From an optimization exercise on the open Yosys and OpenROAD flow, aimed at small area; shortcuts taken in it are not production practice.
RTL that was checked went through simulation tests only; none was proved equivalent to the original.
Only the layout flow was run in runs 1 and 4; the RTL was not checked for function there.
In every run shown here, the design's own scripts or RTL, not TritonCTS, make the clock network.
No driver is modelled on the clock port, so clock power and skew are understated where the tree is cut down; a real chip needs a root buffer or a tree.
Power figures rest on the tool's default switching activity, not on a simulated workload.

==> flow/design.v <==
module SimpleSend(dataOut,Ready2Go,Seg,Anode,Go,clk,reset);
  output dataOut, Ready2Go;
  output [0:6] Seg;
  output [3:0] Anode;
  input Go, clk, reset;
  reg        W;         
  reg [2:0]  P;         
  reg [15:0] C1;        
  reg        FL;        
  reg [2:0]  Lvl;       
  reg [13:0] L2s;       
  reg [5:0]  U2;        
  reg [6:0]  DLs;       
  reg [2:0]  E;         
  reg [15:10] D;        
  reg [1:0]  Q;
  reg [2:0]  j;
  reg [1:0]  y;
  reg        h;
  reg [1:0]  kb;
  reg [6:0]  ph;
  reg [2:0]  rp;        
  reg [2:0]  col;       
  localparam [13:0] M14 = 14'b10101010101010;
  localparam [6:0]  M7  = 7'b0101010;
  wire [13:0] L2 = L2s ^ M14;
  wire [6:0]  DL = DLs ^ M7;
  wire isL5  = Lvl[2] & !Lvl[1] & Lvl[0];
  wire isWIN = Lvl[2] & Lvl[1];
  wire Run   = !FL & !isWIN;
  reg [3:0] N;
  always @(*)
    case (Lvl)
      3'd0:    N = 4'd14;
      3'd1:    N = 4'd8;
      3'd2:    N = 4'd6;
      3'd3:    N = 4'd4;
      3'd4:    N = 4'd3;
      default: N = 4'd12;
    endcase
  wire [3:0] H = C1[15:12];
  wire n1 = !Lvl[0] & !isWIN;                       
  wire n0 = Lvl[2] & !Lvl[1] & !Lvl[0];             
  wire n3 = (!Lvl[1] & (!Lvl[2] | Lvl[0])) | isWIN;  
  wire n2 = Lvl[2] ? (Lvl[0] | Lvl[1]) : (Lvl[1] | !Lvl[0]);  
  wire top = (H[3] ~^ n3) & (H[2] ~^ n2) & (H[1] ~^ n1) & (H[0] ~^ n0);
  wire upd = Go | top;
  wire [2:0] Pi;
  Inc #(3) i_p (P, top & !Go & !W, Pi, );
  always @(posedge clk) begin
    if (reset || (upd && W && Run)) P <= 3'd0;
    else P <= Pi;
    W <= !reset & (W ? !(upd & Run) : (Go & P[1] & !P[0]));
  end
  wire [15:0] C1i;
  Inc #(16) i_c1 (C1, Run, C1i, );
  always @(posedge clk)
    if (reset || top) C1 <= 16'd0;
    else C1 <= C1i;
  wire fend = U2[5];
  wire nz2  = ~|L2[12:0];
  wire T2   = L2[13] & nz2;               
  always @(posedge clk)
    if (reset) L2s <= M14;
    else L2s <= {L2[12:0], L2[13] ^ L2[12] ^ L2[11] ^ L2[1] ^ (nz2 & FL & !fend)} ^ M14;
  wire [5:0] U2i;
  Inc #(6) i_u2 (U2, T2, U2i, );
  always @(posedge clk)
    if (reset || fend) U2 <= 6'd0;
    else U2 <= U2i;
  wire [2:0] Lvli;
  Inc #(3) i_l (Lvl, (fend & W) | isL5, Lvli, );
  always @(posedge clk) begin
    if (reset || (fend && !W)) Lvl <= 3'd0;
    else Lvl <= Lvli;
    FL <= !reset & (FL ? !fend : (Run & !isL5 & Go));
  end
  wire off     = U2[1];                   
  wire Refresh = C1[12] | U2[0];
  wire idle  = (Q == 2'd0) & !ph[0];
  wire cin   = (Q != 2'd0) | ph[0] | Refresh;
  wire [6:0] phi;
  wire phc;
  Inc #(7) i_ph (ph, cin, phi, phc);
  wire [1:0] kbi;
  wire ckb;
  Inc #(2) i_kb (kb, phc, kbi, ckb);
  wire ch    = ckb & h;
  wire cy    = ch & y[1];           
  wire cj    = cy & j[2];           
  wire allDone = Q[1] & Q[0] & j[2] & kb[1] & kb[0] & ph[6] & ph[2];
  wire [1:0] Qi;
  Inc #(2) i_q (Q, cj, Qi, );
  wire [2:0] ji;
  Inc #(3) i_j (j, cy, ji, );
  always @(posedge clk)
    if (reset || allDone) begin
      Q <= 2'd0; j <= 3'd4; y <= 2'd2; h <= 1'b1; kb <= 2'd3; ph <= 7'd126;
    end else begin
      Q  <= Qi;
      ph <= phi;
      kb <= kbi;
      h  <= h ^ ckb;
      y  <= ch ? {y[0], !y[1] & !y[0]} : y;
      j  <= cj ? 3'd0 : ji;
    end
  reg [2:0] pos;
  always @(*)
    case (P)
      3'd0: pos = 3'd0;
      3'd1: pos = 3'd1;
      3'd2: pos = 3'd2;
      3'd3: pos = 3'd3;
      3'd4: pos = 3'd4;
      3'd5: pos = 3'd3;
      3'd6: pos = 3'd2;
      default: pos = 3'd1;
    endcase
  reg [2:0] lcol;
  always @(*)
    case (Lvl)
      3'd0: lcol = 3'b100;    
      3'd1: lcol = 3'b010;    
      3'd2: lcol = 3'b011;    
      3'd3: lcol = 3'b001;    
      3'd4: lcol = 3'b101;    
      default: lcol = 3'b000;
    endcase
  always @(posedge clk)
    if (Q == 2'd0) begin
      rp  <= (off || W) ? 3'd7 : pos;
      col <= off ? 3'b000 : lcol;
    end
  wire cx = col[2], cg = col[1], cb = col[0];
  wire isRed = (j == rp);
  wire isOff = j[1] & !j[0] & !(rp[2] & rp[1]);      
  wire G = cg | (cx & !cb & !kb[1] & kb[0]);
  wire R = cx & (!cb | (!kb[1] & !kb[0]));
  wire theBit = isRed ? y[0] : !isOff & (y[1] ? cb : y[0] ? R : G);
  wire lt36 = !ph[6] & !(ph[5] & (ph[4] | ph[3] | ph[2]));
  wire lt92 = !(ph[6] & (ph[5] | (ph[4] & ph[3] & ph[2])));
  assign dataOut  = !Q[1] & Q[0] & (theBit ? lt92 : lt36);
  assign Ready2Go = idle;
  wire nz7 = ~|DL[5:0];
  always @(posedge clk)
    if (reset) DLs <= M7;
    else DLs <= {DL[5:0], DL[6] ^ DL[5] ^ nz7} ^ M7;
  wire T7 = DL[6] & nz7;                  
  wire [2:0] Ei;
  Inc #(3) i_e (E, T7, Ei, );
  wire [15:10] Di;
  Inc #(6) i_d (D, T7 & (E == 3'd0), Di, );
  always @(posedge clk)
    if (reset) begin
      E <= 3'd1; D <= 6'd0;
    end else begin
      E <= Ei; D <= Di;
    end
  wire s1 = !E[2] & E[1];
  wire s2 = E[2] & !E[1];
  wire s3 = E[2] & E[1];
  wire ghost = E[1] ~^ E[0];
  wire l5 = Lvl[2] & (Lvl[1] | Lvl[0]);              
  wire blink = l5 & D[15];
  assign Anode = {1'b1, !s1 | blink, !s2 | blink, !s3 | blink};
  wire a = !E[2] & E[1] & !E[0];
  wire f14  = !Lvl[1] & (Lvl[2] ^ Lvl[0]);          
  wire f2   = !Lvl[2] & Lvl[1] & !Lvl[0];           
  wire f1x  = Lvl[2] | Lvl[0];                      
  wire f123 = !Lvl[2] & (Lvl[1] | Lvl[0]);          
  wire f01  = !Lvl[2] & !Lvl[1];                    
  wire g = ghost;
  assign Seg = {g | (a & f14), g | (a & l5), g | (a & f2), g | (a & f14), g | (a & f1x),
                g | (a & f123), !a | f01};
endmodule
module Inc #(parameter W = 8) (input [W-1:0] q, input ci, output [W-1:0] n, output co);
  wire [W:0] c;
  assign c[0] = ci;
  genvar i;
  generate for (i = 0; i < W; i = i + 1) begin : g
    assign n[i]   = q[i] ^ c[i];
    assign c[i+1] = q[i] & c[i];
  end endgenerate
  assign co = c[W];
endmodule
==> flow/flow/run.sh <==
#!/bin/bash
# The standard layout with three changes:
#  1. after the standard synthesis, the combinational logic (not the
#     flip-flops, which keep their instances, names and cells) is mapped again
#     with area-oriented ABC scripts (run side by side), and the smallest
#     result is kept;
#  2. the ports get the smallest buffer;
#  3. the clock tree is rebuilt as two levels of inverters
#     (flow/post_cts.tcl).
# Each tool's output goes to a log file of its own in this folder.
set -euo pipefail
here=$(pwd)
R=$here/orfs/results/$FLOW_PLATFORM/SimpleSend/base
LIB=$FLOW_HOME/platforms/$FLOW_PLATFORM/lib/sky130_fd_sc_hd__tt_025C_1v80.lib

bash standard.sh synth > 1_standard_synth.log 2>&1
cp "$R/1_2_yosys.v" "$here/standard_synth.v"

SEQ=$(grep -oE 'sky130_fd_sc_hd__[a-z0-9]*(df|dl)[a-z0-9_]*' standard_synth.v | sort -u | tr '\n' ' ')
DONTUSE=$(sed 's/^/-dont_use /' flow/dont_use.txt | tr '\n' ' ')
best=""; best_area=""
scripts="a d e f g"
for s in $scripts; do
  sed -e "s#@LIB@#$LIB#g" -e "s#@IN@#$here/standard_synth.v#" -e "s#@TOP@#$FLOW_TOP#g" \
      -e "s#@SEQ@#$SEQ#" -e "s#@SCRIPT@#$here/flow/map_$s.abc#" -e "s#@DONTUSE@#$DONTUSE#" \
      -e "s#@STAT@#$here/resyn_$s.stat#" -e "s#@OUT@#$here/resyn_$s.v#" flow/resyn.ys.in > resyn_$s.ys
  (yosys -s resyn_$s.ys > 2_resyn_$s.log 2>&1 || true) &
done
wait
for s in $scripts; do
  [[ -f resyn_$s.stat && -f resyn_$s.v ]] || continue
  area=$(grep -oE 'Chip area for module .*: [0-9.]+' resyn_$s.stat | awk '{print $NF}')
  [[ -n "$area" ]] || continue
  echo "script $s: area $area" >> 2_resyn_choice.log
  if [[ -z "$best" ]] || awk -v a="$area" -v b="$best_area" 'BEGIN{exit !(a<b)}'; then
    best=$s; best_area=$area
  fi
done
if [[ -n "$best" ]]; then
  echo "kept script $best ($best_area)" >> 2_resyn_choice.log
  cp "resyn_$best.v" "$R/1_2_yosys.v"
  touch "$R/1_2_yosys.v"
fi

bash standard.sh \
  BUFFER_PORTS_ARGS="-buffer_cell sky130_fd_sc_hd__buf_1" \
  CTS_ARGS="-sink_clustering_enable -repair_clock_nets -sink_clustering_size 10 -sink_clustering_max_diameter 30 -buf_list sky130_fd_sc_hd__clkbuf_4 -dont_use_dummy_load" \
  POST_CTS_TCL="$here/flow/post_cts.tcl" \
  finish > 3_standard_layout.log 2>&1
==> flow/flow/dont_use.txt <==
sky130_fd_sc_hd__lpflow_bleeder_1
sky130_fd_sc_hd__lpflow_clkbufkapwr_1
sky130_fd_sc_hd__lpflow_clkbufkapwr_16
sky130_fd_sc_hd__lpflow_clkbufkapwr_2
sky130_fd_sc_hd__lpflow_clkbufkapwr_4
sky130_fd_sc_hd__lpflow_clkbufkapwr_8
sky130_fd_sc_hd__lpflow_clkinvkapwr_1
sky130_fd_sc_hd__lpflow_clkinvkapwr_16
sky130_fd_sc_hd__lpflow_clkinvkapwr_2
sky130_fd_sc_hd__lpflow_clkinvkapwr_4
sky130_fd_sc_hd__lpflow_clkinvkapwr_8
sky130_fd_sc_hd__lpflow_decapkapwr_12
sky130_fd_sc_hd__lpflow_decapkapwr_3
sky130_fd_sc_hd__lpflow_decapkapwr_4
sky130_fd_sc_hd__lpflow_decapkapwr_6
sky130_fd_sc_hd__lpflow_decapkapwr_8
sky130_fd_sc_hd__lpflow_inputiso0n_1
sky130_fd_sc_hd__lpflow_inputiso0p_1
sky130_fd_sc_hd__lpflow_inputiso1n_1
sky130_fd_sc_hd__lpflow_inputiso1p_1
sky130_fd_sc_hd__lpflow_inputisolatch_1
sky130_fd_sc_hd__lpflow_isobufsrc_1
sky130_fd_sc_hd__lpflow_isobufsrc_16
sky130_fd_sc_hd__lpflow_isobufsrc_2
sky130_fd_sc_hd__lpflow_isobufsrc_4
sky130_fd_sc_hd__lpflow_isobufsrc_8
sky130_fd_sc_hd__lpflow_isobufsrckapwr_16
sky130_fd_sc_hd__lpflow_lsbuf_lh_hl_isowell_tap_1
sky130_fd_sc_hd__lpflow_lsbuf_lh_hl_isowell_tap_2
sky130_fd_sc_hd__lpflow_lsbuf_lh_hl_isowell_tap_4
sky130_fd_sc_hd__lpflow_lsbuf_lh_isowell_4
sky130_fd_sc_hd__lpflow_lsbuf_lh_isowell_tap_1
sky130_fd_sc_hd__lpflow_lsbuf_lh_isowell_tap_2
sky130_fd_sc_hd__lpflow_lsbuf_lh_isowell_tap_4
sky130_fd_sc_hd__probe_p_8
sky130_fd_sc_hd__probec_p_8
==> flow/flow/map_a.abc <==
strash
dch -f
amap
topo
==> flow/flow/map_d.abc <==
strash
&get -n
&deepsyn -T 90
&put
dch -f
amap
topo
==> flow/flow/map_e.abc <==
strash
&get -n
&deepsyn -T 90 -S 3
&put
dch -f
amap
mfs2
strash
dch -f
amap
topo
==> flow/flow/map_f.abc <==
strash
&get -n
&deepsyn -T 90 -S 7
&put
dch -f
amap
topo
==> flow/flow/map_g.abc <==
strash
&get -n
&deepsyn -T 90 -S 11
&put
dch -f
amap
mfs2
strash
dch -f
amap
topo
==> flow/flow/post_cts.tcl <==
# Rebuild the clock tree that clock tree synthesis made as two levels of
# inverters: the clock port drives one root inverter, which drives one
# inverter per group of flip-flops. The flip-flops are split into groups of
# equal size by position, and each group's inverter is placed at its centre.
# Two inversions: every flip-flop still sees the clock's rising edge.
if {![info exists ::cts_ncl]} { set ::cts_ncl 4 }
if {![info exists ::cts_buf]} { set ::cts_buf sky130_fd_sc_hd__inv_8 }
# optional root cell between the clock port and the group drivers
if {![info exists ::cts_root]} { set ::cts_root sky130_fd_sc_hd__inv_4 }
set ncl $::cts_ncl
set block [ord::get_db_block]
set root [[$block findBTerm clk] getNet]

set ::cts_sinks {}
set ::cts_bufs {}
proc walk {net} {
  foreach it [$net getITerms] {
    if {[$it getIoType] != "INPUT"} { continue }
    set inst [$it getInst]
    set m [[$inst getMaster] getName]
    if {[string match "sky130_fd_sc_hd__clkbuf_*" $m] || [string match "sky130_fd_sc_hd__clkinv_*" $m]} {
      lappend ::cts_bufs $inst
      walk [[$inst findITerm X] getNet]
    } else {
      lappend ::cts_sinks $it
    }
  }
}
walk $root
set sinks $::cts_sinks
set bufs $::cts_bufs
puts "post_cts: [llength $sinks] clock sinks behind [llength $bufs] buffers"

# take the old tree apart
foreach it $sinks { $it disconnect }
foreach b $bufs {
  set onet [[$b findITerm X] getNet]
  odb::dbInst_destroy $b
  if {$onet != "NULL" && [llength [$onet getITerms]] == 0 && [llength [$onet getBTerms]] == 0} {
    odb::dbNet_destroy $onet
  }
}

# split the sinks into groups of equal size: along x for two groups
set pts {}
foreach it $sinks {
  set bb [[$it getInst] getBBox]
  lappend pts [list [expr {([$bb xMin] + [$bb xMax]) / 2}] [expr {([$bb yMin] + [$bb yMax]) / 2}] $it]
}
# groups: two halves along x, each cut along y into ncl/2 parts (ncl even),
# or ncl strips along x (ncl odd)
set pts [lsort -integer -index 0 $pts]
set n [llength $pts]
set groups {}
if {$ncl % 2 == 0} {
  set halves [list [lrange $pts 0 [expr {$n / 2 - 1}]] [lrange $pts [expr {$n / 2}] end]]
  foreach h $halves {
    set h [lsort -integer -index 1 $h]
    set m [llength $h]
    set k [expr {$ncl / 2}]
    for {set g 0} {$g < $k} {incr g} {
      lappend groups [lrange $h [expr {$g * $m / $k}] [expr {($g + 1) * $m / $k - 1}]]
    }
  }
} else {
  for {set g 0} {$g < $ncl} {incr g} {
    lappend groups [lrange $pts [expr {$g * $n / $ncl}] [expr {($g + 1) * $n / $ncl - 1}]]
  }
}
set master [[ord::get_db] findMaster $::cts_buf]
set drv $root
if {$::cts_root != ""} {
  # the root cell sits at the middle of the group drivers, placed below
  set rinst [odb::dbInst_create $block [[ord::get_db] findMaster $::cts_root] "clkroot_manual"]
  set drv [odb::dbNet_create $block "clknet_manual_root"]
  $drv setSigType CLOCK
  [$rinst findITerm A] connect $root
  [$rinst findITerm Y] connect $drv
  set rx 0; set ry 0
}
set g 0
foreach grp $groups {
  set sx 0; set sy 0
  foreach p $grp { incr sx [lindex $p 0]; incr sy [lindex $p 1] }
  set cx [expr {$sx / [llength $grp]}]
  set cy [expr {$sy / [llength $grp]}]
  set inst [odb::dbInst_create $block $master "clkbuf_manual_$g"]
  $inst setLocation $cx $cy
  $inst setPlacementStatus PLACED
  set net [odb::dbNet_create $block "clknet_manual_$g"]
  $net setSigType CLOCK
  [$inst findITerm A] connect $drv
  set out [$inst findITerm X]
  if {$out == "NULL"} { set out [$inst findITerm Y] }
  $out connect $net
  foreach p $grp { [lindex $p 2] connect $net }
  puts "post_cts: buffer $g drives [llength $grp] sinks from ($cx, $cy)"
  if {$::cts_root != ""} { incr rx $cx; incr ry $cy }
  incr g
}
if {$::cts_root != ""} {
  $rinst setLocation [expr {$rx / $g}] [expr {$ry / $g}]
  $rinst setPlacementStatus PLACED
}
detailed_placement
check_placement -verbose
estimate_parasitics -placement
report_clock_skew
==> flow/flow/resyn.ys.in <==
# Re-map the combinational logic of the standard synthesis for area.
# The flip-flops are kept as they are: same instances, names and cells.
read_liberty -ignore_miss_func @LIB@
read_verilog @IN@
hierarchy -top @TOP@
blackbox @SEQ@
flatten
delete t:$scopeinfo
hierarchy -top @TOP@
opt_clean -purge
abc -script @SCRIPT@ -liberty @LIB@ @DONTUSE@
opt_clean -purge
hilomap -singleton -hicell sky130_fd_sc_hd__conb_1 HI -locell sky130_fd_sc_hd__conb_1 LO
insbuf -buf sky130_fd_sc_hd__buf_1 A X
splitnets
opt_clean -purge
tee -o @STAT@ stat -liberty @LIB@
write_verilog -noattr -noexpr -nohex -nodec @OUT@
==> flow/standard.sh <==
#!/bin/bash
# synth_recipe.tcl (not shown) runs the flow's synth.tcl, then flattens the netlist and writes it again
# the make line also repeats each setting of config.mk as NAME=value (left out here)
make -C /OpenROAD-flow-scripts/flow DESIGN_CONFIG=/design/flow/config.mk WORK_HOME=/design/flow/orfs CLKGATE_MAP_FILE= SYNTH_SCRIPT=/design/flow/synth_recipe.tcl "${@:-finish}"
==> flow/config.mk <==
export PLATFORM = sky130hd
export DESIGN_NAME = SimpleSend
export DESIGN_NICKNAME = SimpleSend
export VERILOG_FILES = /design/flow/design.v
export SDC_FILE = /design/flow/constraint.sdc
export NUM_CORES = 4
export LEC_CHECK = 0
export CAP_MARGIN = 20
export CORE_MARGIN = 2
export CORE_UTILIZATION = 70
export CTS_BUF_LIST = sky130_fd_sc_hd__clkbuf_4
export CTS_CLUSTER_DIAMETER = 30
export CTS_CLUSTER_SIZE = 10
export SLEW_MARGIN = 20
==> flow/constraint.sdc <==
create_clock -name core_clock -period 10.0 [get_ports {clk}]
set_input_delay 2.0000 -clock core_clock [delete_from_list [all_inputs] [get_ports {clk}]]
set_output_delay 2.0000 -clock core_clock [all_outputs]
set_load 0.01 [all_outputs]
==> results of run 1 <==
## state kept, by name (all words and copies together), names as in the netlist, 2 cells and up
name  flops
rp        3
P         3
Lvl       3
E         3
D         6
C1       16
kb        2
j         3
DLs       7
y         2
col       3
U2        6
L2s      14
Q         2
ph        7
## stage by stage
| stage | cell area, um^2 | cells |
|---|---|---|
| finish | 3320 | 443 |
| global route | 3320 | 443 |
| detailed placement | 3270 | 438 |
| global placement | 3270 | 438 |
| floorplan | 3150 | 373 |
## routing by layer
metal | vias up | wire, um
met5 | - | 0
met4 | 0 | 75
met3 | 8 | 255
met2 | 46 | 2630
met1 | 1130 | 2690
li1 | 1338 | -
## cells in the final DEF, fill, tap and decap left out, types with 2 or more instances in the layout
cell,count
nand2b_1,2
a31oi_1,6
o21a_1,3
buf_1,14
edfxtp_1,6
o2111a_1,3
and3_1,16
nand3_1,3
a221oi_1,2
and2_0,5
nand2_1,27
or4_1,2
a211oi_1,9
nor3_1,27
nor2_1,75
or2_0,4
dfxtp_1,77
inv_8,4
a21oi_1,12
clkinv_1,41
o21ai_0,32
## worst min-delay path by stage
stage / from / endpoint / slack (ns) / cells past startpoint
finish: L2s[6] / L2s[7] / 0.39 / 1
global route: L2s[2] / L2s[3] / 0.40 / 1
detailed placement: L2s[6] / L2s[7] / 0.37 / 1
global placement: DLs[0] / DLs[1] / 0.36 / 1
floorplan: L2s[6] / L2s[7] / 0.35 / 1
## critical path, cell delays in order, from the launching register on
cell and delay (ns):
dfxtp_1 0.47, clkinv_1 0.17, nor2_1 0.32, clkinv_1 0.18, o21ai_0 0.22, or2_0 0.13
buf_1 0.16
## where the power goes
part / switching (mW) / internal [mW]
combinational: 0.0121 / 0.00624
sequential: 0.00366 / 0.340
clock: 0.108 / 0.0161
total: 0.124 / 0.362
## cell type report
class,count,area (um^2)
Timing Repair Buffer,15,60.1
Fill cell,313,1030
Sequential cell,83,1720
Inverter,46,205
Multi-Input combinational cell,247,1270
Tap cell,52,65.1
==> impl_results.md, run 1 <==
* HPWL after detailed placement at 4180 um
* Fin crit share at 38.6%
* Met1 usage at 33.7%
* WS Path Type: reg2out
* Syn Std Cell Area at 3150 um^2
* Worst reg2reg setup slack at 7.07 ns
* Static Leakage at about 1.3 nW
* First-pass GRT wire length at 10200 um
* I/O pin cnt at 16
* DRC violations left at 0
* Slew Limit Fails at 0
* Post-layout util at 76.2%
* Layer with the highest usage: met2
* Starting Density at 72.4%
* Die Height at 71.1 um
* Met3 usage at 3.99%
* Worst-Skew Late Latency at 0.21 ns
* Worst r2r dst: C1[15]
* Via-to-Cell Ratio at 5.69
* Fin Setup TNS at 0 ns
* Origin of the critical flop-to-flop path: Lvl[2]
* Clk sinks at between 80 and 90
* Nets at 397
* R2R depth at 13
* Routed wire per std cell at 12.7 um
* Fin worst setup slack at 6.14 ns
* CP arrival at ~1.9 ns
* Worst-margin pin slew at 0.678 ns
* Placer Congestion at 0.871
* Clock Skew at 0.00934 ns
* ANT nets after route at 0
* Min-Delay Path Class: reg2reg
* Die footprint at 5050 um^2
* Largest net degree at the start of global routing at 22
* Layout cells sized above 1 at approximately 1.5%
* Overall Power at 486 uW
* Syn Nets at about 380
* Die width at 71.1 um
* Minimum clock period at 3.86 ns
* Worst setup endpoint: Anode[0]
* Max Clock Freq at approximately 260 MHz
* Unrepaired setup endpoints after global routing: false
* Slew headroom at between 50% and 60%
* Row count at 24
* Number of global-route vias before repair at 2348
* Antenna violations before repair at 0
* CP endpoint kind: output port
* Worst setup path start: Lvl[2]
* Avg Synthesized Cell Area at 8.45 um^2
* Highest net fanout along the worst path at 8
* Synth-to-layout area growth at 5.36%
* Starting DRT DRC Count at between 150 and 200
* Pwr per Cell Area at 146 nW/um^2
* M2 GR Usage at 40.4%
* Yosys warns at 1
* Type of origin of the critical path: register
* Outcome: complete, no violations
* Required @ worst endpoint at about 8.0 ns
* Hold Fails Final Rpt at 0
* Port Buffer Count at 14
* Setup Slack @ Placement at 5.99 ns
* Total gr overflow at 0
* Syn Inst Count at 373
* Worst hold slack at 0.387 ns
* Final setup violation count at 0
* Max_cap viols at 0
* Vias at 2522
* Clock transition at path regs at 0.10 ns
* Gr usage total at between 20% and 30%
* Antenna cells at 0
* CORE AREA at 4350 um^2
* Worst IR Drop VDD at just under 0.09 mV
* WL final at 5650 um
* First-pass iteration count of the detailed router at 4
==> inputs of run 2 (changes only) <==
--- a/flow/design.v
+++ b/flow/design.v
@@ -29,14 +29,4 @@
   wire isWIN = Lvl[2] & Lvl[1];
   wire Run   = !FL & !isWIN;
-  reg [3:0] N;
-  always @(*)
-    case (Lvl)
-      3'd0:    N = 4'd14;
-      3'd1:    N = 4'd8;
-      3'd2:    N = 4'd6;
-      3'd3:    N = 4'd4;
-      3'd4:    N = 4'd3;
-      default: N = 4'd12;
-    endcase
   wire [3:0] H = C1[15:12];
   wire n1 = !Lvl[0] & !isWIN;                       
==> run 2 against run 1 <==
  * Total power shrank 1.5%
  * Worst hold slack improved by 0.0040 ns
  * Critical path depth did not move
  * Die area is 0.23% higher
  * First-iteration DRC count is 28% lower
  * Cell count increased by 2.9%
  * Fmax decreased by 1.0%
  * Synthesized cell count grew 3.5%
  * Core utilization increased by 0.17 points
  * Area after synthesis grew 0.24%
  * Setup slack got worse by 0.041 ns
  * Sequential cell count did not move
  * Critical endpoint is now dataOut
==> impl_results.md, run 2 <==
* Outcome: complete, no violations
* Starting Density at 72.5% (+0.17 points)
* Clock Skew at 0.00734 ns (-0.00200 ns)
* Worst-Skew Late Latency at 0.22 ns (about the same)
* Slew headroom at 54.2% (about the same)
* Clk sinks at 83 (unchanged)
* Minimum clock period at 3.90 ns (+0.0405 ns)
* Largest net degree at the start of global routing at 23 (+4.5%)
* HPWL after detailed placement at 4160 um (-0.48%)
* Max_cap viols at 0 (unchanged)
* Hold Fails Final Rpt at 0 (unchanged)
* Largest regs: C1: 16 flops, L2s: 14 flops
* WL final at 5660 um (+0.18%)
* Placer Congestion at 0.918 (+5.4%)
* CORE AREA at 4350 um^2 (unchanged)
* Final setup violation count at 0 (unchanged)
* WS Path Type: reg2out
* Min-Delay Path Class: reg2reg
* First-pass GRT wire length at 9870 um (-3.0%)
* Overall Power at 479 uW (-1.5%)
* Gr usage total at 23.4% (-0.71 points)
* Row count at 24 (unchanged)
* Clock transition at path regs at 0.10 ns (about the same)
* Final instance area at 3330 um^2 (+0.23%)
* Layout cells sized above 1 at 1.49% (-0.049 points)
* Fin crit share at 39.0% (+0.41 points)
* Yosys warns at 1 (unchanged)
* Syn Std Cell Area at 3160 um^2 (+0.24%)
* Unrepaired setup endpoints after global routing: false
* Most frequent cells in the layout: nor2_1 (89), dfxtp_1 (77), clkinv_1 (45), nor3_1 (34), nand2_1 (28)
* Type of origin of the critical path: register
* Static Leakage at 1.22 nW (-3.0%)
* Starting DRT DRC Count at 119 (-28%)
* Avg Synthesized Cell Area at 8.18 um^2 (-3.1%)
* Sw power at 121 uW (-2.5%)
* Antenna violations before repair at 0 (unchanged)
* Synth-to-layout area growth at 5.35% (about the same)
* Max Clock Freq at 257 MHz (-1.0%)
* Highest net fanout along the worst path at 2 (-6)
* Vias at 2545 (+0.91%)
* Pwr per Cell Area at 144 nW/um^2 (-1.7%)
* Port Buffer Count at 14 (unchanged)
* Routed wire per std cell at 12.4 um (-2.7%)
* Sequential power share at 70.8% (+0.2 points)
* Slew Limit Fails at 0 (unchanged)
* CP endpoint kind: output port
* Pint at 358 uW (-1.1%)
* I/O pin cnt at 16 (unchanged)
* Commonest non-fill, non-tap cell in the layout: nor2_1
* Post-layout util at 76.4% (+0.17 points)
* Max reg flops at 16 (unchanged)
* Die width at 71.2 um (+0.11%)
* ANT nets after route at 0 (unchanged)
* Nets at 410 (+3.3%)
* DRC violations left at 0 (unchanged)
* First-pass iteration count of the detailed router at 4 (unchanged)
* Die footprint at 5060 um^2 (+0.23%)
* Syn Inst Count at 386 (+3.5%)
* Worst IR Drop VDD at 0.0964 mV (+9.5%)
* Total gr overflow at 0 (unchanged)
* Power share of the combinational group at 3.2% (-0.6 points)
* Die Height at 71.2 um (+0.11%)
* Switch share at 25.2% (-0.27 points)
* Required @ worst endpoint at 8.00 ns (about the same)
* Via-to-Cell Ratio at 5.58 (-2.0%)
* Syn Nets at 389 (+3.5%)
* Number of global-route vias before repair at 2323 (-1.1%)
* Fin Setup TNS at 0 ns (unchanged)
* Antenna cells at 0 (unchanged)
* Worst-margin pin slew at 0.678 ns (-0.000141 ns)
* Placed Area at 3280 um^2 (+0.23%)
* Clk pwr share at 26.0% (+0.4 points)
* Largest Register: C1
* CP arrival at 1.90 ns (+0.04 ns)
-- run 2: routing by layer --
metal	global-route usage (%)	wire, um	vias up	share of wire (%)
met2	39.3	2590	26	46
met5	0	0	-	0
met1	32.7	2820	1152	50
met4	4.61	78	0	1.4
li1	-	-	1360	-
met3	3.13	159	7	2.8
-- run 2: critical path: stages, from the launching register on --
cell       delay (ns)
edfxtp_1         0.40
clkinv_1         0.08
o22ai_1          0.06
a2111oi_0        0.52
a211oi_1         0.15
nor4_1           0.29
buf_1            0.18
-- run 2: power groups by stage --
stage	registers, mW	clock network, mW	logic [mW]
after floorplan	0.346	0	0.0105
after global placement	0.347	0	0.0146
after detailed placement	0.347	0	0.0153
after global routing	0.340	0.138	0.0178
final	0.339	0.124	0.0151
-- run 2: worst paths after layout --
| path | endpoint | startpoint | cells past startpoint | slack [ns] |
|---|---|---|---|---|
| worst max-delay path | dataOut | rp[2] | 6 | 6.10 |
| worst min register to register | L2s[1] | L2s[0] | 1 | 0.39 |
| worst min-delay path | L2s[1] | L2s[0] | 1 | 0.39 |
| worst max register to register | C1[15] | Lvl[2] | 15 | 7.02 |
-- run 2: layout make-up --
cell class,count,area (um^2)
well taps,52,65.1
repair buffers,15,60.1
fillers,330,1030
inverters,50,220
multi-input cells,256,1260
flip-flops and latches,83,1720
-- run 2: through the flow --
stage	hold WS, ns	setup slack (ns)	std cells
after floorplan	0.355	6.50	386
after global placement	0.365	6.20	451
after detailed placement	0.366	6.09	451
after global routing	0.405	5.79	456
final	0.391	6.10	456
==> inputs of run 3 (changes only) <==
--- a/flow/flow/run.sh
+++ b/flow/flow/run.sh
@@ -20,5 +20,5 @@
 DONTUSE=$(sed 's/^/-dont_use /' flow/dont_use.txt | tr '\n' ' ')
 best=""; best_area=""
-scripts="a d e f g"
+scripts="a d e f g h1 h2 h3 h4"
 for s in $scripts; do
   sed -e "s#@LIB@#$LIB#g" -e "s#@IN@#$here/standard_synth.v#" -e "s#@TOP@#$FLOW_TOP#g" \
==> flow/flow/map_h1.abc (new file) <==
strash
&get -n
&deepsyn -T 150 -S 21
&put
dch -f
amap
mfs2
strash
dch -f
amap
topo
==> flow/flow/map_h2.abc (new file) <==
strash
&get -n
&deepsyn -T 150 -S 22
&put
dch -f
amap
mfs2
strash
dch -f
amap
topo
==> flow/flow/map_h3.abc (new file) <==
strash
&get -n
&deepsyn -T 150 -S 23
&put
dch -f
amap
mfs2
strash
dch -f
amap
topo
==> flow/flow/map_h4.abc (new file) <==
strash
&get -n
&deepsyn -T 150 -S 24
&put
dch -f
amap
mfs2
strash
dch -f
amap
topo
==> run 3 against run 2 <==
  * Clock power barely moved
  * Worst hold slack did not move
  * Total power did not move
  * Die area did not move
  * Highest routed layer unchanged
==> impl_results.md, run 3 <==
* Overall Power at 479 uW (unchanged)
* Final setup violation count at 0 (unchanged)
* Min-Delay Path Class: reg2reg
* ANT nets after route at 0 (unchanged)
* Syn Std Cell Area at 3160 um^2 (unchanged)
* Number of global-route vias before repair at 2323 (unchanged)
* WS Path Type: reg2out
* Max reg flops at 16 (unchanged)
* Slew headroom at 54.2% (unchanged)
* Minimum clock period at 3.90 ns (unchanged)
* Pwr per Cell Area at 144 nW/um^2 (unchanged)
* Worst IR Drop VDD at 0.0964 mV (unchanged)
* Synth-to-layout area growth at 5.35% (unchanged)
* Clock transition at path regs at 0.10 ns (about the same)
* Yosys warns at 1 (unchanged)
* Largest net degree at the start of global routing at 23 (unchanged)
* CP endpoint kind: output port
* Row count at 24 (unchanged)
* Clk sinks at 83 (unchanged)
* Placer Congestion at 0.918 (unchanged)
* Unrepaired setup endpoints after global routing: false
* Starting Density at 72.5% (unchanged)
* Antenna violations before repair at 0 (unchanged)
* Clock Skew at 0.00734 ns (unchanged)
* Sequential power share at 70.8% (about the same)
* Antenna cells at 0 (unchanged)
* Syn Inst Count at 386 (unchanged)
* HPWL after detailed placement at 4160 um (unchanged)
* Highest net fanout along the worst path at 2 (unchanged)
* Max Clock Freq at 257 MHz (unchanged)
* First-pass GRT wire length at 9870 um (unchanged)
* Static Leakage at 1.22 nW (unchanged)
* Top Layer Used: met4
* Worst r2r dst: C1[15]
* Most frequent cells in the layout: nor2_1 (89), dfxtp_1 (77), clkinv_1 (45), nor3_1 (34), nand2_1 (28)
* Die footprint at 5060 um^2 (unchanged)
* Fin worst setup slack at 6.10 ns (unchanged)
* Wire length on met2 at 2590 um (unchanged)
* Largest Register: C1
* Gr usage total at 23.4% (unchanged)
* Slew Limit Fails at 0 (unchanged)
* Worst reg2reg setup slack at 7.02 ns (about the same)
* Fin Setup TNS at 0 ns (unchanged)
* Worst-Skew Late Latency at 0.22 ns (about the same)
* Setup Slack @ Placement at 6.09 ns (unchanged)
* Routed wire per std cell at 12.4 um (unchanged)
* First-pass iteration count of the detailed router at 4 (unchanged)
* Die width at 71.2 um (unchanged)
* Required @ worst endpoint at 8.00 ns (about the same)
* Power share of the combinational group at 3.2% (about the same)
* Critical Path Max Stage Delay at 0.52 ns (about the same)
* Pint at 358 uW (unchanged)
* Clk pwr share at 26.0% (about the same)
* Layout cells sized above 1 at 1.49% (unchanged)
* Outcome: complete, no violations
* Port Buffer Count at 14 (unchanged)
* Post-layout util at 76.4% (unchanged)
* Fin crit share at 39.0% (unchanged)
* Commonest non-fill, non-tap cell in the layout: nor2_1
* I/O pin cnt at 16 (unchanged)
* Slowest CP cell: a2111oi_0
* Switch share at 25.2% (unchanged)
* Syn Nets at 389 (unchanged)
* WL met1 at 2820 um (unchanged)
* CORE AREA at 4350 um^2 (unchanged)
* Vias at 2545 (unchanged)
* Sw power at 121 uW (unchanged)
* Nets at 410 (unchanged)
* Hold depth at 1 (unchanged)
* Starting DRT DRC Count at 119 (unchanged)
* Hold Fails Final Rpt at 0 (unchanged)
* Max_cap viols at 0 (unchanged)
* Largest regs: C1: 16 flops, L2s: 14 flops
* DRC violations left at 0 (unchanged)
* Crit path cell chain: clkinv_1 > o22ai_1 > a2111oi_0 > a211oi_1 > nor4_1 > buf_1
* Via-to-Cell Ratio at 5.58 (unchanged)
* WL final at 5660 um (unchanged)
* Type of origin of the critical path: register
* Origin of the critical flop-to-flop path: Lvl[2]
* Worst hold path startpoint: L2s[0]
* Total gr overflow at 0 (unchanged)
* Worst hold slack at 0.391 ns (unchanged)
* DR WL met3 at 159 um (unchanged)
* Worst-margin pin slew at 0.678 ns (unchanged)
* CP arrival at 1.90 ns (about the same)
* Die Height at 71.2 um (unchanged)
* Hold Path End: L2s[1]
* R2R depth at 15 (unchanged)
* Avg Synthesized Cell Area at 8.18 um^2 (unchanged)
==> run 3: cell counts in the layout (fill, tap and decap cells not counted) <==
No cell type changed its count.
==> run 3: how the worst max path moves through the flow <==
stage,from,end,cells after the start
after floorplan,E[1],Seg[0],6
after global placement,reset,y[1],7
after detailed placement,reset,y[1],7
after global routing,rp[2],dataOut,6
final,rp[2],dataOut,6
==> run 3: routing by layer <==
metal | vias to the layer above | track usage, %
met5 | - | 0
met4 | 0 | 4.61
met3 | 7 | 3.13
met2 | 26 | 39.3
met1 | 1152 | 32.7
li1 | 1360 | -
==> run 3: final cells by class <==
type | instances | area, um^2
fillers | 330 | 1030
repair buffers | 15 | 60.1
flip-flops and latches | 83 | 1720
well taps | 52 | 65.1
multi-input cells | 256 | 1260
inverters | 50 | 220
==> run 3: through the flow <==
stage / cells / cell area [um^2]
final: 456 / 3330
after global routing: 456 / 3330
after detailed placement: 451 / 3280
after global placement: 451 / 3280
after floorplan: 386 / 3160
==> run 3: power groups by stage <==
stage | Sequential [mW] | Clock, mW | Combinational, mW
after floorplan | 0.346 | 0 | 0.0105
after detailed placement | 0.347 | 0 | 0.0153
final | 0.339 | 0.124 | 0.0151
after global placement | 0.347 | 0 | 0.0146
after global routing | 0.340 | 0.138 | 0.0178
==> run 3: critical path: cells and delay by family (launching register included) <==
kind / cells / cell delay (ns)
and+or+nand+nor: 1 / 0.29
DFF: 1 / 0.40
buffers and inverters: 2 / 0.26
AOI/OAI and AO/OA: 3 / 0.73
==> inputs of run 4 (changes only) <==
--- a/flow/design.v
+++ b/flow/design.v
@@ -5,18 +5,24 @@
   input Go, clk, reset;
   reg        W;         
-  reg [2:0]  P;         
+  reg [2:0]  P_s;
+  wire [2:0] P = P_s ^ 3'b011;    
   reg [15:0] C1;        
   reg        FL;        
-  reg [2:0]  Lvl;       
+  reg [2:0]  Lvl_s;
+  wire [2:0] Lvl = Lvl_s ^ 3'b111;    
   reg [13:0] L2s;       
   reg [5:0]  U2;        
   reg [6:0]  DLs;       
-  reg [2:0]  E;         
+  reg [2:0]  E_s;
+  wire [2:0] E = E_s ^ 3'b011;    
   reg [15:10] D;        
   reg [1:0]  Q;
-  reg [2:0]  j;
-  reg [1:0]  y;
+  reg [2:0]  j_s;
+  wire [2:0] j = j_s ^ 3'b011;    
+  reg [1:0]  y_s;
+  wire [1:0] y = y_s ^ 2'b11;    
   reg        h;
-  reg [1:0]  kb;
+  reg [1:0]  kb_s;
+  wire [1:0] kb = kb_s ^ 2'b11;    
   reg [6:0]  ph;
   reg [2:0]  rp;        
@@ -39,6 +45,6 @@
   Inc #(3) i_p (P, top & !Go & !W, Pi, );
   always @(posedge clk) begin
-    if (reset || (upd && W && Run)) P <= 3'd0;
-    else P <= Pi;
+    if (reset || (upd && W && Run)) P_s <= (3'd0) ^ 3'b011;
+    else P_s <= (Pi) ^ 3'b011;
     W <= !reset & (W ? !(upd & Run) : (Go & P[1] & !P[0]));
   end
@@ -62,6 +68,6 @@
   Inc #(3) i_l (Lvl, (fend & W) | isL5, Lvli, );
   always @(posedge clk) begin
-    if (reset || (fend && !W)) Lvl <= 3'd0;
-    else Lvl <= Lvli;
+    if (reset || (fend && !W)) Lvl_s <= (3'd0) ^ 3'b111;
+    else Lvl_s <= (Lvli) ^ 3'b111;
     FL <= !reset & (FL ? !fend : (Run & !isL5 & Go));
   end
@@ -86,12 +92,12 @@
   always @(posedge clk)
     if (reset || allDone) begin
-      Q <= 2'd0; j <= 3'd4; y <= 2'd2; h <= 1'b1; kb <= 2'd3; ph <= 7'd126;
+      Q <= 2'd0; j_s <= (3'd4) ^ 3'b011; y_s <= (2'd2) ^ 2'b11; h <= 1'b1; kb_s <= (2'd3) ^ 2'b11; ph <= 7'd126;
     end else begin
       Q  <= Qi;
       ph <= phi;
-      kb <= kbi;
+      kb_s <= (kbi) ^ 2'b11;
       h  <= h ^ ckb;
-      y  <= ch ? {y[0], !y[1] & !y[0]} : y;
-      j  <= cj ? 3'd0 : ji;
+      y_s  <= (ch ? {y[0], !y[1] & !y[0]} : y) ^ 2'b11;
+      j_s  <= (cj ? 3'd0 : ji) ^ 3'b011;
     end
   reg [2:0] pos;
@@ -143,7 +149,7 @@
   always @(posedge clk)
     if (reset) begin
-      E <= 3'd1; D <= 6'd0;
+      E_s <= (3'd1) ^ 3'b011; D <= 6'd0;
     end else begin
-      E <= Ei; D <= Di;
+      E_s <= (Ei) ^ 3'b011; D <= Di;
     end
   wire s1 = !E[2] & E[1];
==> run 4 against run 3 <==
  * Register-to-register slack worse by 0.33 ns
  * Area after synthesis is 0.67% lower
  * Sequential share of layout area is 0.33 points higher
  * Cell count is 2.9% lower
  * Combinational power hardly changed
  * Die area is 0.63% lower
  * Largest cell class unchanged
==> impl_results.md, run 4 <==
* Outcome: complete, no violations
* Placer Congestion at 0.972 (+5.9%)
* Synth-to-layout area growth at 5.38% (about the same)
* Largest net degree at the start of global routing at 24 (+4.3%)
* Max reg flops at 16 (unchanged)
* CORE AREA at 4320 um^2 (-0.69%)
* FF+latch area at 1720 um^2 (unchanged)
* I/O pin cnt at 16 (unchanged)
* Worst setup path start: reset
* ANT nets after route at 0 (unchanged)
* Minimum clock period at 3.71 ns (-0.188 ns)
* Layout cells sized above 1 at 1.53% (+0.049 points)
* WS Path Type: in2reg
* Yosys warns at 1 (unchanged)
* Largest Register: C1
* Worst-margin pin slew at 0.951 ns (+0.273 ns)
* Min-Delay Path Class: reg2reg
* HPWL after detailed placement at 4420 um (+6.2%)
* Starting DRT DRC Count at 140 (+18%)
* Most frequent cells in the layout: dfxtp_1 (77), nor2_1 (76), clkinv_1 (39), nor3_1 (30), nand2_1 (29)
* Worst IR Drop VDD at 0.127 mV (+32%)
* Syn Std Cell Area at 3140 um^2 (-0.67%)
* CP arrival at 3.81 ns (+1.91 ns)
* Met3 usage at 3.28% (+0.14 points)
* Total gr overflow at 0 (unchanged)
* Worst hold path startpoint: L2s[0]
* Met1 usage at 32.1% (-0.56 points)
* Max_cap viols at 0 (unchanged)
* WL final at 5870 um (+3.8%)
* Largest regs: C1: 16 flops, L2s: 14 flops
* CP endpoint kind: register
* Layer with the highest usage: met2
* Highest net fanout along the worst path at 23 (+21)
* Hold Fails Final Rpt at 0 (unchanged)
* Port Buffer Count at 14 (unchanged)
* Setup Slack @ Placement at 6.03 ns (-0.0546 ns)
* Placed Area at 3250 um^2 (-0.65%)
* Fin crit share at 37.1% (-1.9 points)
* Die width at 70.9 um (-0.32%)
* Antenna cells at 0 (unchanged)
* Clock Skew at 0.00657 ns (-0.000771 ns)
* Avg Synthesized Cell Area at 8.41 um^2 (+2.8%)
* Pwr per Cell Area at 144 nW/um^2 (+0.29%)
* Routed wire per std cell at 13.3 um (+6.9%)
* Nets at 397 (-3.2%)
* M2 GR Usage at 45.2% (+5.9 points)
* Final instance area at 3310 um^2 (-0.64%)
* Row count at 24 (unchanged)
* Post-layout util at 76.4% (about the same)
* Slew headroom at 35.7% (-18 points)
* Static Leakage at 1.24 nW (+1.8%)
* Commonest non-fill, non-tap cell in the layout: dfxtp_1
* Multi-input gate area at 1260 um^2 (about the same)
* Layout fillers at 335 (+1.5%)
* Fin Setup TNS at 0 ns (unchanged)
* Max Clock Freq at 270 MHz (+5.1%)
* Syn Inst Count at 373 (-3.4%)
* Fin worst setup slack at 6.29 ns (+0.188 ns)
* Clk sinks at 83 (unchanged)
* First-pass GRT wire length at 10500 um (+6.2%)
* Worst-Skew Late Latency at 0.21 ns (about the same)
* Starting Density at 72.5% (about the same)
* Origin of the critical flop-to-flop path: Lvl_s[2]
* Die footprint at 5030 um^2 (-0.63%)
* First-pass iteration count of the detailed router at 4 (unchanged)
* Type of origin of the critical path: input pin
* Syn Nets at 376 (-3.3%)
* Number of global-route vias before repair at 2455 (+5.7%)
* DRC violations left at 0 (unchanged)
* Gr usage total at 25.1% (+1.7 points)
* Clock transition at path regs at 0.10 ns (about the same)
* Antenna violations before repair at 0 (unchanged)
* Via-to-Cell Ratio at 5.66 (+1.5%)
* Die Height at 70.9 um (-0.32%)
* Vias at 2509 (-1.4%)
* Slew Limit Fails at 0 (unchanged)
* Required @ worst endpoint at 10.10 ns (+2.10 ns)
* Unrepaired setup endpoints after global routing: false
* Final setup violation count at 0 (unchanged)
* Overall Power at 477 uW (-0.35%)
-- run 4: path summary, 6_finish.rpt --
kind,to,slack (ns),cells after the start
worst max-delay path,register,6.29,7
worst min-delay path,L2s[1],0.40,1
worst max register to register,C1[15],6.69,14
worst min register to register,L2s[1],0.40,1
-- run 4: critical path, stage by stage --
cell,delay (ns)
buf_1,0.07
buf_4,0.25
clkinv_1,0.39
o41ai_1,0.33
clkinv_1,0.47
o21ai_0,0.23
nor2_1,0.08
-- run 4: where the power goes --
part / switching [mW] / leakage [nW] / internal, mW / total [mW]
registers: 0.00205 / 0.693 / 0.337 / 0.339
clock network: 0.107 / 0.0287 / 0.0161 / 0.123
logic: 0.0101 / 0.518 / 0.00478 / 0.0149
-- run 4: per-layer routing --
metal	vias to the layer above	routed length [um]
met1	1134	2630
met2	35	2990
met3	5	181
met4	0	73
li1	1335	-
met5	-	0
-- run 4: cell type report --
cell class / instances / area share [%]
Timing Repair Buffer: 15 / 1.82
Tap cell: 52 / 1.97
Sequential cell: 83 / 52.1
Inverter: 44 / 5.98
Multi-Input combinational cell: 249 / 38.2
-- run 4: stage by stage --
stage	instances	hold WS, ns
6_report	443	0.397
3_3_place_gp	438	0.371
3_5_place_dp	438	0.375
2_1_floorplan	373	0.361
5_1_grt	443	0.405
==> inputs of run 5 (changes only) <==
--- a/flow/design.v
+++ b/flow/design.v
@@ -19,10 +19,10 @@
   reg [1:0]  Q;
   reg [2:0]  j_s;
-  wire [2:0] j = j_s ^ 3'b011;    
+  wire [2:0] j = j_s ^ 3'b011;
   reg [1:0]  y_s;
-  wire [1:0] y = y_s ^ 2'b11;    
+  wire [1:0] y = y_s ^ 2'b11;
   reg        h;
   reg [1:0]  kb_s;
-  wire [1:0] kb = kb_s ^ 2'b11;    
+  wire [1:0] kb = kb_s ^ 2'b11;
   reg [6:0]  ph;
   reg [2:0]  rp;        
==> run 5 against run 4 <==
  * Largest power group unchanged
  * Register-to-register slack gained 0.21 ns
  * Combinational power increased by 45%
  * Global-route usage fell by 0.50 points
  * Core utilization about the same
  * Clock power is essentially flat
  * Still clean
  * Synthesized cell count is 0.80% higher
  * Largest cell class unchanged
  * First-iteration DRC count grew 1.4%
  * Sequential power increased by 1%
==> impl_results.md, run 5 <==
* I/O pin cnt at 16 (unchanged)
* Fin crit share at 38.3% (+1.2 points)
* Worst-margin pin slew at 0.993 ns (+0.0412 ns)
* CORE AREA at 4320 um^2 (unchanged)
* Max_cap viols at 0 (unchanged)
* Min-Delay Path Class: reg2reg
* Required @ worst endpoint at 8.00 ns (-2.10 ns)
* Syn Inst Count at 376 (+0.80%)
* Outcome: complete, no violations
* WS Path Type: reg2out
* Worst reg2reg setup slack at 6.90 ns (+0.21 ns)
* Die Height at 71.0 um (about the same)
* Largest Register: C1
* Avg Synthesized Cell Area at 8.35 um^2 (-0.76%)
* Clock transition at path regs at 0.10 ns (about the same)
* Antenna violations before repair at 0 (unchanged)
* CP endpoint kind: output port
* HPWL after detailed placement at 4330 um (-2.1%)
* Fin Setup TNS at 0 ns (unchanged)
* R2R depth at 14 (unchanged)
* Hold Fails Final Rpt at 0 (unchanged)
* Syn Nets at 379 (+0.80%)
* Clock Skew at 0.00366 ns (-0.00291 ns)
* Minimum clock period at 3.83 ns (+0.121 ns)
* Total gr overflow at 0 (unchanged)
* Routed wire per std cell at 13.3 um (+0.65%)
* Max reg flops at 16 (unchanged)
* First-pass iteration count of the detailed router at 4 (unchanged)
* Slew headroom at 33.0% (-2.8 points)
* Overall Power at 487 uW (+2.1%)
* Worst IR Drop VDD at 0.0997 mV (-22%)
* Syn Std Cell Area at 3140 um^2 (about the same)
* Row count at 24 (unchanged)
* Gr usage total at 24.6% (-0.50 points)
* Yosys warns at 1 (unchanged)
* Slew Limit Fails at 0 (unchanged)
* First-pass GRT wire length at 10300 um (-2.2%)
* Critical Path Max Stage Delay at 0.42 ns (-0.05 ns)
* Most frequent cells in the layout: nor2_1 (86), dfxtp_1 (77), clkinv_1 (34), nor3_1 (30), nand2_1 (27)
* Largest net degree at the start of global routing at 25 (+4.2%)
* Port Buffer Count at 14 (unchanged)
* Die width at 71.0 um (about the same)
* Post-layout util at 76.5% (about the same)
* Highest net fanout along the worst path at 5 (-78%)
* Clk sinks at 83 (unchanged)
* ANT nets after route at 0 (unchanged)
* Layout cells sized above 1 at 1.52% (-0.012 points)
* Worst hold slack at 0.401 ns (+0.00400 ns)
* Starting DRT DRC Count at 142 (+1.4%)
* Final instance area at 3310 um^2 (about the same)
* Origin of the critical flop-to-flop path: Lvl_s[2]
* Unrepaired setup endpoints after global routing: false
* Max Clock Freq at 261 MHz (-3.2%)
* Commonest non-fill, non-tap cell in the layout: nor2_1
* Type of origin of the critical path: register
* Worst r2r dst: C1[15]
* Slowest CP cell: dfxtp_1
* Antenna cells at 0 (unchanged)
* Number of global-route vias before repair at 2409 (-1.9%)
* Worst hold path startpoint: L2s[6]
* FF+latch area at 1720 um^2 (unchanged)
* Final setup violation count at 0 (unchanged)
* DRC violations left at 0 (unchanged)
* Placed Area at 3260 um^2 (about the same)
* Static Leakage at 1.22 nW (-1.7%)
* Pwr per Cell Area at 147 nW/um^2 (+2.1%)
* WL final at 5950 um (+1.3%)
* Multi-input gate area at 1280 um^2 (+1.6%)
* Layout fillers at 342 (+2.1%)
* Placer Congestion at 0.827 (-15%)
* Hold Path End: L2s[7]
* CP arrival at 1.83 ns (-1.98 ns)
* Largest regs: C1: 16 flops, L2s: 14 flops
* Vias at 2587 (+3.1%)
* Synth-to-layout area growth at 5.38% (about the same)
* Via-to-Cell Ratio at 5.80 (+2.4%)
* Nets at 400 (+0.76%)
* Starting Density at 72.6% (about the same)
* Worst-Skew Late Latency at 0.21 ns (about the same)
* Hold depth at 1 (unchanged)
* Die footprint at 5030 um^2 (about the same)
* Crit path cell chain: clkinv_1 > o21a_1 > o311ai_0 > a31oi_1 > nor4_1 > buf_1
run 5: worst max-delay path: cells and delay by family (launching register included):
family	cells	cell delay, ns
buffers and inverters	2	0.29
and+or+nand+nor	1	0.17
DFF	1	0.42
AOI/OAI and AO/OA	3	0.75
run 5: cell type report:
class	instances	area share (%)
flip-flops and latches	83	52.1
inverters	39	5.41
repair buffers	15	1.82
well taps	52	1.97
multi-input cells	257	38.7
run 5: how the worst max path moves through the flow:
stage                       start  endpoint  cells past startpoint
after detailed placement    reset  register                      8
after global routing        reset  register                      8
after floorplan             rp[1]   dataOut                      7
final                     kb_s[0]   dataOut                      6
after global placement      reset  register                      8
run 5: where the power goes:
part | switching, mW | internal [mW]
clock network | 0.106 | 0.0161
registers | 0.00337 | 0.340
logic | 0.0144 | 0.00722
total | 0.124 | 0.363
run 5: routing by layer:
| metal | global-route usage [%] | part of all wire (%) | up-vias |
|---|---|---|---|
| met3 | 2.99 | 3.6 | 7 |
| met4 | 5.24 | 1.4 | 0 |
| met2 | 43.6 | 49 | 43 |
| li1 | - | - | 1334 |
| met5 | 0 | 0 | - |
| met1 | 32.6 | 46 | 1203 |
run 5: through the flow:
step	instances	setup WS, ns
after global routing	446	5.87
after global placement	441	6.14
after detailed placement	441	6.02
after floorplan	376	6.59
final	446	6.17
==> inputs of run 6 (changes only) <==
--- a/flow/design.v
+++ b/flow/design.v
@@ -4,5 +4,6 @@
   output [3:0] Anode;
   input Go, clk, reset;
-  reg        W;         
+  reg        W_s;
+  wire       W = W_s ^ 1'b1;    
   reg [2:0]  P_s;
   wire [2:0] P = P_s ^ 3'b011;    
@@ -16,6 +17,8 @@
   reg [2:0]  E_s;
   wire [2:0] E = E_s ^ 3'b011;    
-  reg [15:10] D;        
-  reg [1:0]  Q;
+  reg [15:10] D_s;
+  wire [15:10] D = D_s ^ 6'b100000;    
+  reg [1:0]  Q_s;
+  wire [1:0] Q = Q_s ^ 2'b01;
   reg [2:0]  j_s;
   wire [2:0] j = j_s ^ 3'b011;
@@ -25,5 +28,6 @@
   reg [1:0]  kb_s;
   wire [1:0] kb = kb_s ^ 2'b11;
-  reg [6:0]  ph;
+  reg [6:0]  ph_s;
+  wire [6:0] ph = ph_s ^ 7'b0100000;
   reg [2:0]  rp;        
   reg [2:0]  col;       
@@ -47,5 +51,5 @@
     if (reset || (upd && W && Run)) P_s <= (3'd0) ^ 3'b011;
     else P_s <= (Pi) ^ 3'b011;
-    W <= !reset & (W ? !(upd & Run) : (Go & P[1] & !P[0]));
+    W_s <= (!reset & (W ? !(upd & Run) : (Go & P[1] & !P[0]))) ^ 1'b1;
   end
   wire [15:0] C1i;
@@ -92,8 +96,8 @@
   always @(posedge clk)
     if (reset || allDone) begin
-      Q <= 2'd0; j_s <= (3'd4) ^ 3'b011; y_s <= (2'd2) ^ 2'b11; h <= 1'b1; kb_s <= (2'd3) ^ 2'b11; ph <= 7'd126;
+      Q_s <= (2'd0) ^ 2'b01; j_s <= (3'd4) ^ 3'b011; y_s <= (2'd2) ^ 2'b11; h <= 1'b1; kb_s <= (2'd3) ^ 2'b11; ph_s <= (7'd126) ^ 7'b0100000;
     end else begin
-      Q  <= Qi;
-      ph <= phi;
+      Q_s  <= (Qi) ^ 2'b01;
+      ph_s <= (phi) ^ 7'b0100000;
       kb_s <= (kbi) ^ 2'b11;
       h  <= h ^ ckb;
@@ -149,7 +153,7 @@
   always @(posedge clk)
     if (reset) begin
-      E_s <= (3'd1) ^ 3'b011; D <= 6'd0;
+      E_s <= (3'd1) ^ 3'b011; D_s <= (6'd0) ^ 6'b100000;
     end else begin
-      E_s <= (Ei) ^ 3'b011; D <= Di;
+      E_s <= (Ei) ^ 3'b011; D_s <= (Di) ^ 6'b100000;
     end
   wire s1 = !E[2] & E[1];
==> run 6 against run 5 <==
  * Still clean
  * Sequential share of layout area is 0.16 points higher
  * Clock power hardly changed
  * Register-to-register slack worse by 0.13 ns
  * Area after synthesis is 0.32% lower
  * Synthesized cell count is 1.9% lower
  * Clock skew is 0.0046 ns higher
  * Cell area is 0.30% lower
==> impl_results.md, run 6 <==
* Syn Std Cell Area at 3130 um^2 (-0.32%)
* Number of global-route vias before repair at 2300 (-4.5%)
* WS Path Type: in2reg
* CP endpoint kind: register
* Worst-Skew Late Latency at 0.21 ns (about the same)
* Layout cells sized above 1 at 1.55% (+0.028 points)
* Crit-path leading delay family: buffers and inverters
* Gr usage total at 23.9% (-0.76 points)
* Antenna violations before repair at 0 (unchanged)
* Most frequent cells in the layout: dfxtp_1 (77), nor2_1 (72), clkinv_1 (38), nand2_1 (30), o21ai_0 (27)
* Min-Delay Path Class: reg2reg
* Crit path cell chain: buf_1 > buf_4 > clkinv_1 > o41ai_1 > clkinv_1 > o21ai_0 > nor2_1 > o21ai_0
* HPWL after detailed placement at 4300 um (-0.64%)
* Max Clock Freq at 258 MHz (-1.3%)
* Clock Skew at 0.00827 ns (+0.00461 ns)
* Final instance area at 3300 um^2 (-0.30%)
* Antenna cells at 0 (unchanged)
* Placer Congestion at 0.834 (+0.89%)
* DRC violations left at 0 (unchanged)
* Synth-to-layout area growth at 5.40% (about the same)
* Die footprint at 5020 um^2 (-0.31%)
* Placed Area at 3250 um^2 (-0.31%)
* Starting Density at 72.3% (-0.23 points)
* Static Leakage at 1.20 nW (-1.2%)
* Post-layout util at 76.2% (-0.23 points)
* First-pass iteration count of the detailed router at 4 (unchanged)
* Fin crit share at 38.8% (+0.49 points)
* Fin Setup TNS at 0 ns (unchanged)
* Clk sinks at 83 (unchanged)
* Hold Fails Final Rpt at 0 (unchanged)
* Die Height at 70.8 um (-0.16%)
* Unrepaired setup endpoints after global routing: false
* Slew headroom at 38.8% (+5.8 points)
* Nets at 393 (-1.8%)
* CP bufs+invs at 4 (+2)
* Pwr per Cell Area at 145 nW/um^2 (-1.7%)
* Die width at 70.8 um (-0.16%)
* Required @ worst endpoint at 10.14 ns (+2.14 ns)
* Clock transition at path regs at 0.10 ns (about the same)
* Commonest non-fill, non-tap cell in the layout: dfxtp_1
* First-pass GRT wire length at 9910 um (-3.4%)
* Vias at 2535 (-2.0%)
* Overall Power at 477 uW (-2.0%)
* Yosys warns at 1 (unchanged)
* Type of origin of the critical path: input pin
* Worst-margin pin slew at 0.907 ns (-0.0860 ns)
* Non-Filler Instances at 439 (-1.6%)
* Row count at 24 (unchanged)
* Slew Limit Fails at 0 (unchanged)
* CP arrival at 4.02 ns (+2.19 ns)
* Max_cap viols at 0 (unchanged)
* Highest net fanout along the worst path at 20 (+15)
* Final setup violation count at 0 (unchanged)
* ANT nets after route at 0 (unchanged)
* Critical Path Max Stage Delay at 0.50 ns (+0.08 ns)
* Max reg flops at 16 (unchanged)
* DP Cell Count at 434 (-1.6%)
* I/O pin cnt at 16 (unchanged)
* Avg Synthesized Cell Area at 8.48 um^2 (+1.6%)
* CORE AREA at 4320 um^2 (unchanged)
* Total gr overflow at 0 (unchanged)
* Syn Nets at 372 (-1.8%)
* Via-to-Cell Ratio at 5.77 (-0.45%)
* Largest Register: C1
* Slowest CP cell: clkinv_1
* Syn Inst Count at 369 (-1.9%)
* Outcome: complete, no violations
* Largest net degree at the start of global routing at 22 (-12%)
* Routed wire per std cell at 13.2 um (-1.2%)
* Starting DRT DRC Count at 116 (-18%)
* WL final at 5790 um (-2.7%)
* Largest regs: C1: 16 flops, L2s: 14 flops
* Minimum clock period at 3.88 ns (+0.0485 ns)
* Port Buffer Count at 14 (unchanged)
* Worst IR Drop VDD at 0.107 mV (+7.2%)
-- run 6: cell type report --
class                   count  area (um^2)
repair buffers             15         60.1
fillers                   321         1030
flip-flops and latches     83         1720
well taps                  52         65.1
inverters                  43          194
multi-input cells         246         1260
-- run 6: final timing paths --
kind	cells after the start	to	slack, ns	from
worst max-delay path	8	register	6.12	reset
worst min-delay path	1	L2s[7]	0.39	L2s[6]
worst max register to register	14	C1[15]	6.77	Lvl_s[2]
worst min register to register	1	L2s[7]	0.39	L2s[6]
-- run 6: report_power, final --
group	total [mW]	switching [mW]	internal, mW
Clock	0.123	0.107	0.0160
Sequential	0.339	0.00211	0.337
Combinational	0.0147	0.00985	0.00490
-- run 6: metrics by stage --
step / setup WS [ns] / hold WS [ns]
floorplan: 6.68 / 0.361
global placement: 6.00 / 0.366
detailed placement: 5.92 / 0.370
global route: 5.83 / 0.407
finish: 6.12 / 0.393
-- run 6: per-layer routing --
metal / vias to the layer above / global-route usage (%) / wire (um)
met2: 34 / 40.8 / 2760
met4: 0 / 5.87 / 131
met5: - / 0 / 0
li1: 1322 / - / -
met1: 1167 / 32.8 / 2740
met3: 12 / 2.56 / 157

## re-timing with driven ports
How much do the figures lean on ideal ports? The routed layouts below were timed once more, with nothing changed but the port constraints.
Step 1: set_driving_cell puts a clkbuf_16 on clk and a buf_2 on each other input, an assumption about the parent block.
Step 2 adds t to the input delays and takes it off the output delays; t is the mean of the earliest and latest rising clock arrival at the registers after step 1. Input paths then give back, and output paths get back, about the clock's delay inside the block.
Slacks: ideal ports / drivers / drivers and shift; pairs: ideal ports / drivers.
run	t, ns	setup WS [ns]	worst setup path at the end	clock arrival spread, ns
run 1	0.242	6.142 / 6.109 / 5.996	input to register	0.010 / 0.010
run 2	0.242	6.102 / 6.071 / 6.102	input to register	0.009 / 0.009
run 3	0.242	6.102 / 6.071 / 6.102	input to register	0.009 / 0.009
run 4	0.239	6.290 / 6.257 / 6.060	input to register	0.007 / 0.007
run 5	0.243	6.169 / 6.132 / 5.979	input to register	0.004 / 0.004
run 6	0.241	6.120 / 6.127 / 5.885	input to register	0.009 / 0.009
After both steps every run listed still meets setup and hold. For run 6, which loses most, drivers alone change the setup slack by +0.007 ns; drivers and shift together by -0.235 ns.
